This design comes from an exercise in tuning for small area, a short achievable clock period and few clock cycles on the open sky130 flow, not from production work. Function was checked by simulation only, so behaviour that the tests miss may differ from the original. No activity file was given, so power comes from the tool's default toggle rates.

<file path="design/flow/flow/run.sh">
#!/bin/bash
set -euo pipefail
W=$(pwd)
cp config.mk config_own.mk
echo "export SETUP_SLACK_MARGIN = 7.5" >> config_own.mk
sed "s#DESIGN_CONFIG=[^ ]*#DESIGN_CONFIG=$W/config_own.mk#" standard.sh > standard_own.sh
grep -q "config_own.mk" standard_own.sh
bash standard_own.sh synth > synth.log 2>&1
bash standard_own.sh > layout.log 2>&1
</file>
<file path="design/flow/standard.sh">
#!/bin/bash
# synth_recipe.tcl (not shown) runs the flow's synth.tcl, then flattens the netlist and writes it again
# the make line also repeats each setting of config.mk as NAME=value (left out here)
make -C /OpenROAD-flow-scripts/flow DESIGN_CONFIG=/design/flow/config.mk WORK_HOME=/design/flow/orfs CLKGATE_MAP_FILE= SYNTH_SCRIPT=/design/flow/synth_recipe.tcl "${@:-finish}"
</file>
<file path="design/flow/config.mk">
export PLATFORM = sky130hd
export DESIGN_NAME = kianv_core
export DESIGN_NICKNAME = kianv_core
export VERILOG_FILES = /design/flow/design.v
export SDC_FILE = /design/flow/constraint.sdc
export NUM_CORES = 4
export LEC_CHECK = 0
export CAP_MARGIN = 20
export CORE_MARGIN = 2
export CORE_UTILIZATION = 40
export SLEW_MARGIN = 20
</file>
<file path="design/flow/constraint.sdc">
create_clock -name core_clock -period 12.0 [get_ports {clk}]
set_input_delay 2.4000 -clock core_clock [delete_from_list [all_inputs] [get_ports {clk}]]
set_output_delay 2.4000 -clock core_clock [all_outputs]
set_load 0.01 [all_outputs]
</file>
<file path="design/flow/design.v">
module kianv_core (
    input  wire        clk,
    input  wire        resetn,
    output wire        mem_valid,
    input  wire        mem_ready,
    output wire [ 3:0] mem_wstrb,
    output wire [31:0] mem_addr,
    output wire [31:0] mem_wdata,
    input  wire [31:0] mem_rdata
);
  reg st_fetch, st_exec, st_mem;
  reg mispred;   
  reg [31:2] fa;   
  reg [31:2] pc4;   
  reg [31:0] imm;   
  reg        alt;   
  reg        use_b;   
  reg        do_sub;   
  reg        r_add, r_sll, r_slt, r_sltu, r_xor, r_sr, r_or, r_and;   
  reg        r_imm, r_fa, r_pc4;   
  reg        x_wr;   
  reg        x_br;   
  reg        x_tgt;   
  reg        x_jalr;   
  reg        x_mem;   
  reg        br_eq, br_lt, br_ltu, br_inv;   
  reg [4:0] rd;
  reg [2:0] f3;
  reg       is_store, ld_rd;
  reg [31:0] ra, rb;   
  reg  [31:0] x       [1:31];
  wire        rf_we;
  wire [31:0] rf_wd;
  genvar gi;
  generate
    for (gi = 1; gi < 32; gi = gi + 1) begin : g_rf
      always @(posedge clk) if (rf_we && rd == gi) x[gi] <= rf_wd;
    end
  endgenerate
  wire [ 4:0] rs1 = mem_rdata[19:15];
  wire [ 4:0] rs2 = mem_rdata[24:20];
  wire [31:0] rs1v = (rs1 == 5'd0) ? 32'd0 : x[rs1];
  wire [31:0] rs2v = (rs2 == 5'd0) ? 32'd0 : x[rs2];
  wire [31:0] i = mem_rdata;
  wire [ 4:0] opc = i[6:2];
  wire d_lui = opc == 5'b01101;
  wire d_auipc = opc == 5'b00101;
  wire d_jal = opc == 5'b11011;
  wire d_jalr = opc == 5'b11001;
  wire d_br = opc == 5'b11000;
  wire d_load = opc == 5'b00000;
  wire d_store = opc == 5'b01000;
  wire d_opimm = opc == 5'b00100;
  wire d_op = opc == 5'b01100;
  wire d_alu = d_op | d_opimm;
  wire [2:0] d_f3 = i[14:12];
  wire d_rdnz = i[11:7] != 5'd0;
  wire go_exec = st_fetch & mem_ready & ~mispred;
  wire [31:2] d_immt = i[3] ? {{12{i[31]}}, i[19:12], i[20], i[30:22]} :
                       i[2] ? {i[31:12], 10'd0} :
                              {{20{i[31]}}, i[7], i[30:25], i[11:9]};
  always @(posedge clk) begin
    imm    <= d_lui ? {i[31:12], 12'd0} :
              d_store ? {{21{i[31]}}, i[30:25], i[11:7]} : {{21{i[31]}}, i[30:20]};
    alt    <= i[30];
    use_b  <= d_op | d_br;
    do_sub <= d_br | (d_alu & (d_f3 == 3'b010 || d_f3 == 3'b011)) | (d_op & i[30] & d_f3 == 3'b000);
    r_add  <= d_alu & (d_f3 == 3'b000);
    r_sll  <= d_alu & (d_f3 == 3'b001);
    r_slt  <= d_alu & (d_f3 == 3'b010);
    r_sltu <= d_alu & (d_f3 == 3'b011);
    r_xor  <= d_alu & (d_f3 == 3'b100);
    r_sr   <= d_alu & (d_f3 == 3'b101);
    r_or   <= d_alu & (d_f3 == 3'b110);
    r_and  <= d_alu & (d_f3 == 3'b111);
    r_imm  <= d_lui;
    r_fa   <= d_auipc;
    r_pc4  <= d_jal | d_jalr;
    br_eq  <= ~d_f3[2];
    br_lt  <= d_f3[2] & ~d_f3[1];
    br_ltu <= d_f3[2] & d_f3[1];
    br_inv <= d_f3[0];
    x_wr   <= go_exec & d_rdnz & (d_alu | d_lui | d_auipc | d_jal | d_jalr);
    x_br   <= go_exec & d_br;
    x_tgt  <= go_exec & (d_br | d_jal);
    x_jalr <= go_exec & d_jalr;
    x_mem  <= go_exec & (d_load | d_store);
  end
  always @(posedge clk) begin
    if (st_fetch) begin
      rd       <= i[11:7];
      f3       <= d_f3;
      is_store <= d_store;
      ld_rd    <= d_rdnz & d_load;
      rb       <= rs2v;
    end
  end
  wire [31:0] opb = use_b ? rb : imm;
  wire [32:0] sum = {1'b0, ra} + {1'b0, do_sub ? ~opb : opb} + {32'd0, do_sub};
  wire ltu = ~sum[32];
  wire lt = (ra[31] ^ opb[31]) ? ra[31] : sum[31];
  wire eq = sum[31:0] == 32'd0;
  reg [31:0] ra_rev, sr_rev;
  wire [31:0] sh_in = r_sll ? ra_rev : ra;
  wire [63:0] sh_ext = {{32{alt & r_sr & ra[31]}}, sh_in};
  wire [63:0] sh_out = sh_ext >> opb[4:0];
  wire [31:0] sr = sh_out[31:0];
  integer k;
  always @(*) begin
    for (k = 0; k < 32; k = k + 1) begin
      ra_rev[k] = ra[31-k];
      sr_rev[k] = sr[31-k];
    end
  end
  wire [31:0] result = ({32{r_add}} & sum[31:0]) |
                       ({32{r_sll}} & sr_rev) |
                       {31'd0, (r_slt & lt) | (r_sltu & ltu)} |
                       ({32{r_xor}} & (ra ^ opb)) |
                       ({32{r_sr}} & sr) |
                       ({32{r_or}} & (ra | opb)) |
                       ({32{r_and}} & (ra & opb)) |
                       ({32{r_imm}} & imm) |
                       ({32{r_fa}} & {fa, 2'b00}) |
                       ({32{r_pc4}} & {pc4, 2'b00});
  wire        cond = ((br_eq & eq) | (br_lt & lt) | (br_ltu & ltu)) ^ br_inv;
  wire [15:0] ld_h = ra[1] ? mem_rdata[31:16] : mem_rdata[15:0];
  wire [ 7:0] ld_b = ra[0] ? ld_h[15:8] : ld_h[7:0];
  wire [31:0] ld_val = f3[1] ? mem_rdata :
                       f3[0] ? {{16{~f3[2] & ld_h[15]}}, ld_h} :
                               {{24{~f3[2] & ld_b[7]}}, ld_b};
  assign rf_we = x_wr | (st_mem & mem_ready & ld_rd);
  assign rf_wd = st_mem ? ld_val : result;
  always @(posedge clk) begin
    if (!resetn) begin
      st_fetch <= 1'b1;
      st_exec  <= 1'b0;
      st_mem   <= 1'b0;
      mispred  <= 1'b0;
      fa       <= 30'd0;
    end else begin
      st_fetch <= (st_fetch & ~go_exec) | (st_exec & ~x_mem) | (st_mem & mem_ready);
      st_exec  <= go_exec;
      st_mem   <= (st_exec & x_mem) | (st_mem & ~mem_ready);
      if (st_exec) mispred <= x_br & ~cond;
      else if (st_fetch & mem_ready) mispred <= 1'b0;
      if (st_fetch & mem_ready) fa <= mispred ? pc4 : fa + d_immt;
      else if (st_exec) fa <= x_jalr ? sum[31:2] : x_tgt ? fa : pc4;
    end
  end
  always @(posedge clk) begin
    if (st_fetch & ~mispred) pc4 <= fa + 30'd1;
  end
  always @(posedge clk) begin
    if (st_fetch) ra <= rs1v;
    else if (st_exec) ra <= sum[31:0];
  end
  wire [3:0] strb = f3[1] ? 4'b1111 : f3[0] ? (ra[1] ? 4'b1100 : 4'b0011) : (4'b0001 << ra[1:0]);
  assign mem_valid = ~(x_mem | x_jalr);
  assign mem_addr  = {st_mem ? ra[31:2] : (st_exec & ~x_tgt) ? pc4 : fa, 2'b00};
  assign mem_wstrb = (st_mem & is_store) ? strb : 4'b0000;
  assign mem_wdata = f3[1] ? rb : f3[0] ? {2{rb[15:0]}} : {4{rb[7:0]}};
endmodule
</file>
==> impl_results.md <==
* H-tree depth at 4
* Share of cells above drive strength 1 at 0.246
* Max Freq at 204 MHz
* Crit Path Category: in2reg
* Most frequent cells in the layout: edfxtp_1, a22oi_1, buf_4
* Via Count at 57100
* Multi-input gate area at 25900 um2
* Commonest register cell after synthesis: edfxtp_1
* Outcome: timing/DRC/antenna clean
* Synthesized instance count at 4822
* Seq/Total Area, Yosys at 0.589
* Fill count at 12400
* Row cnt at 140
* Gr usage total at 0.435
* Post-DP HPWL at 180000 um
* Fraction of registers with async set/reset at 0
* Maximum clock path buffer count at 3
* CTS Buf Count at 131
* Nets@finish at 5410
* Cell area after placement at 63400 um2
* I/O Buffers at 101
* Final GP Congestion at 1.05
* FF+latch count, synth at 1185
* LEAKAGE at 25.7 nW
* Final cell count without fillers at 7280
* Util after Layout at 0.512
* Min Tclk post-route at 4900 ps
* RSZ-0062 raised after global routing: yes
* Pre-CTS setup slack at 5400 ps
* Clk sinks at 1185
* Maximum number of pins on one net before global-route repair at 47
* Setup_tns at 0 ps
* Hold crit path type: reg2reg
* Least-Margin Pin Slew at 1290 ps
* Avg Inst Size Synth at 12.2 um2
* Die ar. at 150000 um2
* Worst EP arrival at 5580 ps
* Clk latency of the worst-skew pair at 820 ps
* Rel. slew slack at 0.139
* Distinct cells, synth at 81
* CP max FO at 6
* GRT Residual Overflow at 0
* Drt drc at 0
* Count of flip-flops with a built-in enable after synthesis at 1096
* # setup viols final at 0
* CP required at 12680 ps
* Worst Setup End Kind: register
* CTS tree: yes
* Final Cycle Share at 0.409
* Final Power at 11.9 mW
* Wire per inst at 46.9 um
* Worst vdd ir at 0.000165 V
* DR iter-0 viols at 14000
* Syn. warnings at 34
* Design area at 74700 um2
* Routed Antenna Nets at 0
* CP Launch Type: primary input
* Cells after DPL at 6668
* First-pass GRT wire length at 447000 um
* Vias in the first global route at 51900
* Post-route setup slack at 7100 ps
* Commonest non-fill, non-tap cell in the layout: edfxtp_1
* Max_cap viols at 0
* Reg clk slew, reported paths at 60 ps
* Via/cell ratio at 7.85
* Core Region at 146000 um2
* Die W at 388 um
* Root buf cell: clkbuf_16
* Top Ports at 104
* Layout area overhead at 26.8%
* Endpoints failing hold at 0
* Mapped cell area at 58900 um2
* Initial Utilization at 0.404
* Hold WS at 479 ps
* WL final at 341000 um
* Clock skew at 50.7 ps
* Pwr/cell area at 160 nW/um2
* DR pass1 iterations at 22
* Seq. cell area at 34700 um2
* Initial antenna violation count at 32
* Die height at 388 um
* Fin. max-slew vios at 0
## Yosys cell counts (13+ instances only)
master / n / area (um2)
a22o_1: 206 / 1800
o21ai_0: 146 / 731
nand3b_1: 14 / 105
a21o_1: 60 / 450
nor4_1: 25 / 156
mux2_2: 19 / 214
a221oi_1: 230 / 2010
and2_1: 13 / 81.3
nand3_1: 141 / 706
or3_1: 13 / 81.3
clkbuf_1: 312 / 1170
a211oi_1: 30 / 225
edfxtp_1: 1096 / 32900
a222oi_1: 90 / 901
nor2b_1: 41 / 257
o31ai_1: 16 / 120
o211ai_1: 36 / 270
nor3_1: 67 / 335
a22oi_1: 462 / 3470
xnor2_1: 85 / 744
nand4_1: 143 / 895
o22ai_1: 21 / 131
dfxtp_1: 89 / 1780
mux4_2: 29 / 653
inv_1: 116 / 435
nand2b_1: 19 / 119
ha_1: 127 / 1590
nor2_1: 227 / 852
xor2_1: 34 / 298
mux2i_1: 135 / 1350
and3_1: 28 / 175
nand2_1: 259 / 972
a21oi_1: 313 / 1570
buf_1: 39 / 146
## cells by family after synthesis
family,synth area share
simple gates,0.0838
fa+ha+maj,0.0277
compound gates,0.211
flops,0.589
other cells,0.0000637
xor+xnor,0.0182
mux,0.0380
buf+inv,0.0319
## per-layer routing
layer,up-vias,global-route usage,wire [um],share of wire
li1,20500,-,-,-
met1,27300,0.499,107000,0.31
met2,6906,0.585,129000,0.38
met3,2398,0.244,64800,0.19
met4,33,0.355,39500,0.12
met5,-,0.0214,424,0.0012
## cell type report
type                    instances  area share
inverters                     119     0.00613
clock inverters                64     0.00933
repair buffers                641      0.0933
well taps                    1917      0.0321
flip-flops and latches       1185       0.465
clock buffers                 165      0.0462
multi-input cells            3168       0.347
diodes                         21    0.000704
## timing repair
action	in CTS	in global routing
hold buffers	0	0
gates resized for setup	773	265
hold endpoints to repair	0	0
endpoints found under the setup margin	1335	965
pin swaps	138	113
cloned	34	7
setup buffers	229	91
## state kept, by name, summed over array words and instances (netlist names), 3 cells and up
signal,flops
rd,5
pc4,30
imm,32
x,992
rb,32
fa,30
ra,32
f3,3
## worst max-delay path, stage by stage
cell       delay (ps)
buf_6             100
buf_12            150
a22o_1            230
ha_2              180
fa_2              340
a21o_1            200
a21oi_2           160
o21bai_2          120
a2111oi_4         400
o31ai_4           140
a31oi_4           200
a211oi_2          100
or3_4             340
a21o_1            170
a21oi_2           130
xnor2_1            80
o2bb2ai_1         110
## power by group
| part | switching (mW) | internal (mW) |
|---|---|---|
| Combinational | 1.95 | 1.04 |
| Clock | 1.78 | 2.21 |
| Sequential | 0.312 | 4.64 |
| Total | 4.04 | 7.90 |
## worst paths after layout
check | start | endpoint | slack [ps] | cells after the start
max | mem_rdata[22] | fa[30] | 7100 | 17
min | x_br | mispred | 480 | 2
max reg2reg | use_b | x[18][20] | 7330 | 15
min reg2reg | x_br | mispred | 480 | 2
Testbench counts, summed over its fixed seeds: cycles 85,442.

-- static timing again, ports no longer ideal --
In the flow no input, the clock included, has a driving cell. The finished layout below was timed again as built, in two steps. Step 1 assumes that a clkbuf_16 drives the clock port and a buf_2 every other input. Step 2, shift: input delay + t, output delay - t, t = (earliest + latest rising clock arrival at the registers) / 2. This alone moves slack from input paths to output paths. a / b / c = ideal ports / drivers / drivers and shift; a / b = the first two.
t (ns): 0.879
setup slack, ns: 7.097 / 7.096 / 6.262
worst register clock-pin slew, ns: 0.08 / 0.08
worst slew at a driven data input, ns: 0.18
After both steps this run still meets setup and hold. The setup slack of this run moves by -0.001 ns with the drivers and by -0.835 ns with both steps.
